From an optimization exercise on the open Yosys and OpenROAD flow, aimed at small area; shortcuts taken in it are not production practice. Function was checked by simulation only, so behaviour that the tests miss may differ from the original. The flow treats the clock pin as an ideal source. Dropping or thinning the clock tree relies on that and would not hold on a real chip. Power figures rest on the tool's default switching activity, not on a simulated workload.

Setup of sierra:
==> flow/design.v (excerpt) <==
module top #(
    parameter int INC_DEC_INTERVAL = 10_000,
    parameter int INC_DEC_MAX      = 200,
    parameter int STATE_COUNT      = 6,
    parameter int PWM_INTERVAL     = 1200,
    parameter int STEP_VAL         = (PWM_INTERVAL / INC_DEC_MAX) > 0
                                   ? (PWM_INTERVAL / INC_DEC_MAX) : 1
) (
    input  logic clk,
    input  logic SW,
    output logic RGB_R,
    output logic RGB_G,
    output logic RGB_B,
    output logic LED
);
    wire rst_n = SW;
    logic [2:0] p1;        
    logic [7:0] p6;        
    logic [4:0] blk;       
    logic [7:0] J;         
    logic       par;       
    logic [1:0] k;         
    wire p1_1 = ~p1[1] &  p1[0];
    wire p1_3 =  p1[2] &  p1[0];
    wire p1_5 =  p1[2] & ~p1[1];
    wire blk_end = (p6 == 8'd66  && p1_3) ||
                   (p6 == 8'd133 && p1_1) ||
                   (p6 == 8'd199 && p1_5);
    wire tick    = blk_end && blk == 5'd31;
    wire odd     = par;
    wire last    = odd ? (J == 8'd1) : (J == 8'd199);
    wire start   = k[1] & k[0];
    always_ff @(posedge clk or negedge rst_n)
        if (!rst_n) begin
            p1      <= '0;
            p6      <= '0;
            blk     <= 5'd7;
            J       <= '0;
            par     <= 1'b0;
            k       <= 2'b11;
        end else begin
            p1 <= {p1[1:0], ~p1[2]};
            if (p1_5)
                p6 <= (p6 == 8'd199) ? 8'd0 : p6 + 8'd1;
            if (blk_end)
                blk <= (blk == 5'd31) ? 5'd7 : blk + 5'd1;
            if (tick) begin
  ...
export LEC_CHECK = 0
export CAP_MARGIN = 0
export CORE_MARGIN = 2
export CORE_UTILIZATION = 75
export SLEW_MARGIN = 0
create_clock -name core_clock -period 10.0 [get_ports {clk}]
standard.sh (not shown) runs the stock make flow with config.mk's settings and CLKGATE_MAP_FILE= SYNTH_SCRIPT=/design/flow/synth_recipe.tcl, a recipe that flattens the netlist after the stock synthesis.
==> flow/flow/run.sh <==
#!/bin/bash
# Layout flow: the standard synthesis; then an iterated, area-oriented
# re-synthesis of the combinational logic only (registers untouched: same
# names and cells); then the standard layout from floorplan to finish,
# with small port buffers and a flat clock tree of a few buffers.
set -euo pipefail
HERE=$(pwd)
RESYN_ROUNDS=8
RESYN_PAR=${NUM_CORES:-4}
RESYN_TIME=20
CLOCK_BUF_CELL=sky130_fd_sc_hd__clkbuf_4
CLOCK_BUF_COUNT=3
INPUT_BUF_CELL=sky130_fd_sc_hd__buf_2
[[ -f flow/settings.sh ]] && source flow/settings.sh
export CLOCK_BUF_CELL CLOCK_BUF_COUNT INPUT_BUF_CELL
R=$HERE/orfs/results/$FLOW_PLATFORM/top/base
export YOSYS=$FLOW_HOME/../tools/install/yosys/bin/yosys
export LIB=$FLOW_HOME/platforms/$FLOW_PLATFORM/lib/sky130_fd_sc_hd__tt_025C_1v80.lib
export TOP=$FLOW_TOP

bash standard.sh synth > std_synth.log 2>&1
cp $R/1_2_yosys.v $HERE/std_netlist.v

# Same dont-use list as the standard synthesis gave ABC.
export DU=$(grep -o -- "-dont_use [^ ]*" $HERE/orfs/logs/$FLOW_PLATFORM/top/base/1_2_yosys.log | sort -u | tr '\n' ' ')
bash flow/resyn.sh $HERE/std_netlist.v $HERE/resyn_netlist.v $HERE/resyn $RESYN_ROUNDS $RESYN_PAR $RESYN_TIME > resyn.log 2>&1
cp $HERE/resyn/choice.txt resyn_choice.txt
if grep -q "^module $FLOW_TOP" $HERE/resyn_netlist.v; then
  cp $HERE/resyn_netlist.v $R/1_2_yosys.v
  rm -f $R/1_synth.odb $R/1_synth.sdc
fi

bash standard.sh "BUFFER_PORTS_ARGS=-outputs -buffer_cell sky130_fd_sc_hd__buf_1" \
  "PRE_GLOBAL_PLACE_TCL=$HERE/flow/pre_place.tcl" \
  "POST_CTS_TCL=$HERE/flow/post_cts.tcl" finish > std_finish.log 2>&1
Other scripts of this flow, unchanged in this note and not shown: flow/flow/clockbuf.tcl, flow/flow/post_cts.tcl, flow/flow/pre_place.tcl, flow/flow/resyn.sh
sierra completed end to end with timing, DRC and antenna clean.
Input-level comparison between violet and sierra:
Settings: putting PLACE_DENSITY at 0.85 where nothing was set; swapping 75 for 40 in CORE_UTILIZATION.
==> flow/flow/settings.sh (new file) <==
RESYN_ROUNDS=2
[summary]
- Against sierra, via count of the first global-routing pass in violet fell by more than 10%.
- Per the comparison of violet with sierra, number of sinks handled by clock tree synthesis flat; worst setup slack after layout down 25 ps.
- Per the comparison of violet with sierra, proportion of layout cells with a drive suffix above 1 stayed essentially flat; part of the total power dissipated in sequential elements shows a reduction of 1.1 points; highest achievable clock rate lost 0.57%.
- Going from sierra to violet, met1 track demand over resource in global routing shrinks by 19 points.
- For sierra, the critical path launch point was p6[1]$_DFFE_PN0N_, unlike violet, where it was J[0]$_DFFE_PN0P_.
- On violet: met3 layer usage reported by global route is 5.3 points lower than what sierra gave.
- met2 layer usage reported by global route for violet is lower than for sierra.
- Compared to sierra, the routing of violet uses less wire.
### violet -> onyx
Settings: clearing CORE_MARGIN, which used to be 2; putting DIE_AREA at 0 0 62 62 where nothing was set; putting CORE_AREA at 2 2 60 60 where nothing was set; clearing CORE_UTILIZATION, which used to be 40.
==> flow/flow/settings.sh <==
RESYN_ROUNDS=12
==> comparison <==
Sort violet and onyx by count of cell instances traversed by the critical path asc -> top: onyx
violet reports its timing startpoint of the critical path as J[0]$_DFFE_PN0P_ while onyx reports p6[1]$_DFFE_PN0N_.
Compared with violet, onyx shows a higher least setup slack across all paths after layout.
Per the comparison of onyx with violet, via count held; hold slack went down 3.2 ps.
Diff violet and onyx: final cell count higher in violet
Compared with violet, onyx shows area inside the core boundary that has gone up by a little under 10%.
As far as wire length reported by the detailed router is concerned, violet and onyx perform about the same.
onyx against violet: post-route clock period utilization shows a reduction of 0.29 points, growth of design area from synthesis to finish shows an increase of 0.24 points, design area shows a reduction of about 0.36%.
[diff] total power, onyx relative to violet: improvement
For yarrow, these inputs were changed with respect to onyx:
Settings: clearing DIE_AREA, which used to be 0 0 62 62; putting CORE_MARGIN at 2 where nothing was set; putting CORE_UTILIZATION at 40 where nothing was set; clearing CORE_AREA, which used to be 2 2 60 60; clearing PLACE_DENSITY, which used to be 0.85.
==> flow/flow/settings.sh <==
RESYN_ROUNDS=2
CLOCK_BUF_CELL=sky130_fd_sc_hd__clkbuf_16
CLOCK_BUF_COUNT=1
## What came out
- Between onyx and yarrow, the area added between synthesis and finish figures differ only marginally.
- Higher length of routed met2 wiring among onyx and yarrow: yarrow
- Die boundary height delta for yarrow relative to onyx: 1.2 um lower
- Of yarrow and onyx, it is yarrow that has the higher via count of the first global-routing pass.
No run of this note takes its clock network from TritonCTS; it comes from the design's own scripts or RTL.

-- port drivers added, routing unchanged --
No port has a modelled driver above. Below, the same layouts with a new extraction and two added sets of constraints.
Step 1 (the two cells are an assumption about what drives the block):
set clk [get_ports {clk}]
set_driving_cell -lib_cell sky130_fd_sc_hd__clkbuf_16 $clk
set_driving_cell -lib_cell sky130_fd_sc_hd__buf_2 [delete_from_list [all_inputs] $clk]
Step 2 adds t to the input delays and takes it off the output delays; t is the mean of the earliest and latest rising clock arrival at the registers after step 1. Input paths then give back, and output paths get back, about the clock's delay inside the block.
a / b / c = ideal / step 1 / step 2; a / b = the first two.
run | shift t [ns] | setup slack, ns | slew at the worst register clock pin (ns) | worst data-port slew with drivers (ns)
sierra | 0.182 | 5.705 / 5.674 / 5.856 | 0.10 / 0.10 | 0.56
violet | 0.191 | 5.680 / 5.648 / 5.839 | 0.10 / 0.10 | 0.58
onyx | 0.188 | 5.709 / 5.673 / 5.861 | 0.09 / 0.09 | 0.58
yarrow | 0.190 | 5.698 / 5.669 / 5.858 | 0.10 / 0.10 | 0.58
After both steps setup and hold are still met in every run listed.
